Source: an optimization exercise on an open RTL-to-GDS flow (aim: small area). Production flows keep margins and buffers that such runs may drop.
Only simulation tests tie the RTL to the original design; equivalence was not proved.
Power figures rest on the tool's default switching activity, not on a simulated workload.

==> flow/design.v <==
module dual_port_ram (
	input  logic       clk,
	input  logic       wb,
	input  logic       sa,
	input  logic       hold,
	input  logic [7:0] nda,
	input  logic [7:0] ndb,
	output logic [7:0] q
);
	genvar j;
	generate
	for (j = 0; j < 8; j++) begin : bits
		ram_bit u_bit (
			.clk(clk), .wb(wb), .sa(sa), .hold(hold),
			.nda(nda[j]), .ndb(ndb[j]), .q(q[j])
		);
	end
	endgenerate
endmodule
module ram_bit (
	input  logic clk,
	input  logic wb,
	input  logic sa,
	input  logic hold,
	input  logic nda,
	input  logic ndb,
	output logic q
);
	always_ff @(posedge clk)
		q <= ~((wb & ndb) | (sa & nda) | (hold & ~q));
endmodule
module ram_word_ctl (
	input  logic nwbh,
	input  logic nwbl,
	input  logic nxah,
	input  logic nxal,
	output logic wb,
	output logic xa,
	output logic hold
);
	assign wb   = ~(nwbh | nwbl);
	assign xa   = ~(nxah | nxal);
	ram_nor2 u_hold (.a(wb), .b(xa), .y(hold));
endmodule
module ram_nor2 (
	input  logic a,
	input  logic b,
	output logic y
);
	assign y = ~(a | b);
endmodule
module ram_aoi3 (
	input  logic [2:0] s,
	input  logic [2:0] d,
	output logic       y
);
	assign y = ~|(s & d);
endmodule
module ram_read_bit (
	input  logic        clk,
	input  logic [31:0] sel,
	input  logic        hold,
	input  logic [31:0] d,
	output logic        q
);
	logic [32:0] s, dd;
	logic [10:0] y;
	assign s  = {hold, sel};
	assign dd = {q, d};
	genvar g;
	generate
	for (g = 0; g < 11; g++) begin : aoi
		ram_aoi3 u_aoi (.s(s[3*g+2:3*g]), .d(dd[3*g+2:3*g]), .y(y[g]));
	end
	endgenerate
	always_ff @(posedge clk)
		q <= ~&y;
endmodule
module ram_top(
	input  logic 	   clk,
	input  logic 	   rsta,
	input  logic 	   ena,
	input  logic       wea,
	input  logic [4:0] addra,
	input  logic [7:0] dina,
	output logic [7:0] douta,
	input  logic 	   rstb,
	input  logic 	   enb,
	input  logic 	   web,
	input  logic [4:0] addrb,
	input  logic [7:0] dinb,
	output logic [7:0] doutb
);
	logic        rst;
	logic [7:0]  nda, ndb;      
	logic        coll;          
	logic [3:0]  nwbh, nxah, rah, rbh;
	logic [7:0]  nwbl, nxal, ral, rbl;
	logic [31:0] wb, xa, hold;  
	logic [31:0] ra, rb;        
	logic        ha, hb;        
	logic [7:0]  mem [31:0];
	logic [31:0] col [7:0];
	assign rst = rsta | rstb;
	assign coll = ena & wea & enb & web & (addra == addrb);
	assign nda = ~(dina & {8{~rst}});
	assign ndb = ~(dinb & {8{~rst}});
	assign ha  = ~rsta & ~(ena & ~wea);
	assign hb  = ~rstb & ~(enb & ~web);
	always_comb begin
		for (int i = 0; i < 4; i++) begin
			nwbh[i] = ~(enb & web & (addrb[4:3] == i[1:0]));
			nxah[i] = ~(rst | (ena & wea & ~coll & (addra[4:3] == i[1:0])));
			rah[i]  = ~rsta & ena & ~wea & (addra[4:3] == i[1:0]);
			rbh[i]  = ~rstb & enb & ~web & (addrb[4:3] == i[1:0]);
		end
		for (int j = 0; j < 8; j++) begin
			nwbl[j] = ~(addrb[2:0] == j[2:0]);
			nxal[j] = ~(rst | (addra[2:0] == j[2:0]));
			ral[j]  = (addra[2:0] == j[2:0]);
			rbl[j]  = (addrb[2:0] == j[2:0]);
		end
		for (int k = 0; k < 32; k++) begin
			ra[k] = rah[k / 8] & ral[k % 8];
			rb[k] = rbh[k / 8] & rbl[k % 8];
		end
		for (int b = 0; b < 8; b++)
			for (int k = 0; k < 32; k++)
				col[b][k] = mem[k][b];
	end
	genvar k, j;
	generate
	for (k = 0; k < 32; k++) begin : words
		ram_word_ctl u_ctl (
			.nwbh(nwbh[k / 8]), .nwbl(nwbl[k % 8]), .nxah(nxah[k / 8]), .nxal(nxal[k % 8]),
			.wb(wb[k]), .xa(xa[k]), .hold(hold[k])
		);
		dual_port_ram u_word (
			.clk(clk), .wb(wb[k]), .sa(xa[k]), .hold(hold[k]),
			.nda(nda), .ndb(ndb), .q(mem[k])
		);
	end
	for (j = 0; j < 8; j++) begin : bits
		ram_read_bit u_ra (.clk(clk), .sel(ra), .hold(ha), .d(col[j]), .q(douta[j]));
		ram_read_bit u_rb (.clk(clk), .sel(rb), .hold(hb), .d(col[j]), .q(doutb[j]));
	end
	endgenerate
endmodule
export LEC_CHECK = 0
export CAP_MARGIN = 20
export CORE_MARGIN = 2
export CORE_UTILIZATION = 40
export GPL_TIMING_DRIVEN = 1
export SLEW_MARGIN = 20
export SYNTH_HIERARCHICAL = 1
create_clock -name core_clock -period 5.0 [get_ports {clk}]
standard.sh (not shown) runs the stock make flow with config.mk's settings and CLKGATE_MAP_FILE= SYNTH_SCRIPT=/design/flow/synth_recipe.tcl, a recipe that flattens the netlist after the stock synthesis.
==> flow/flow/run.sh <==
#!/bin/bash
set -euo pipefail
export BUFFER_PORTS_ARGS="-buffer_cell sky130_fd_sc_hd__buf_1"
export CTS_ARGS="-sink_clustering_enable -repair_clock_nets -dont_use_dummy_load -buf_list sky130_fd_sc_hd__clkbuf_8 -sink_clustering_size 14 -sink_clustering_max_diameter 80"
bash standard.sh > standard.log 2>&1
Then changed:
--- a/flow/design.v
+++ b/flow/design.v
@@ -102,16 +102,16 @@
 	logic [7:0]  mem [31:0];
 	logic [31:0] col [7:0];
 	assign rst = rsta | rstb;
 	assign coll = ena & wea & enb & web & (addra == addrb);
-	assign nda = ~(dina & {8{~rst}});
+	assign nda = ~((coll ? dinb : dina) & {8{~rst}});
 	assign ndb = ~(dinb & {8{~rst}});
 	assign ha  = ~rsta & ~(ena & ~wea);
 	assign hb  = ~rstb & ~(enb & ~web);
 	always_comb begin
 		for (int i = 0; i < 4; i++) begin
 			nwbh[i] = ~(enb & web & (addrb[4:3] == i[1:0]));
-			nxah[i] = ~(rst | (ena & wea & ~coll & (addra[4:3] == i[1:0])));
+			nxah[i] = ~(rst | (ena & wea & (addra[4:3] == i[1:0])));
 			rah[i]  = ~rsta & ena & ~wea & (addra[4:3] == i[1:0]);
 			rbh[i]  = ~rstb & enb & ~web & (addrb[4:3] == i[1:0]);
 		end
 		for (int j = 0; j < 8; j++) begin
Outcome: Synthesized cell count is about the same; critical path depth stays the same; routed wire length falls by a few percent; worst setup slack is worse by 130 ps; flip-flop and latch count does not change; via count drops slightly; cell count barely changes; sequential power stays flat; global-route usage falls by 1.9 points; total power decreases slightly; fmax falls by a few percent; clock-buffer cell count stays the same.

[afterwards: timing with drivers on the ports]
The results above use ideal ports. As a check the final layouts listed here were re-extracted and re-timed, cells and wires unchanged. Step 1 assumes that a clkbuf_16 drives the clock port and a buf_2 every other input. Step 2 times the ports against the registers' clock, not the clock port: input delays grow and output delays shrink by t, the midpoint of the rising clock arrivals with the driver on. Three values: ideal, step 1, step 2; two values: the first two.
| run | shift t [ns] | slack for setup (ns) | worst setup path after step 2 | slew at the worst register clock pin (ns) | cell pins on the clock port's net |
|---|---|---|---|---|---|
| the first run | 0.618 | 1.898 / 1.921 / 1.303 | input to register | 0.12 / 0.12 | 1 |
| the second run | 0.631 | 1.766 / 1.797 / 1.167 | input to register | 0.11 / 0.11 | 1 |
After both steps setup and hold are still met in every run listed. For the second run, which loses most, drivers alone change the setup slack by +0.031 ns; drivers and shift together by -0.599 ns.
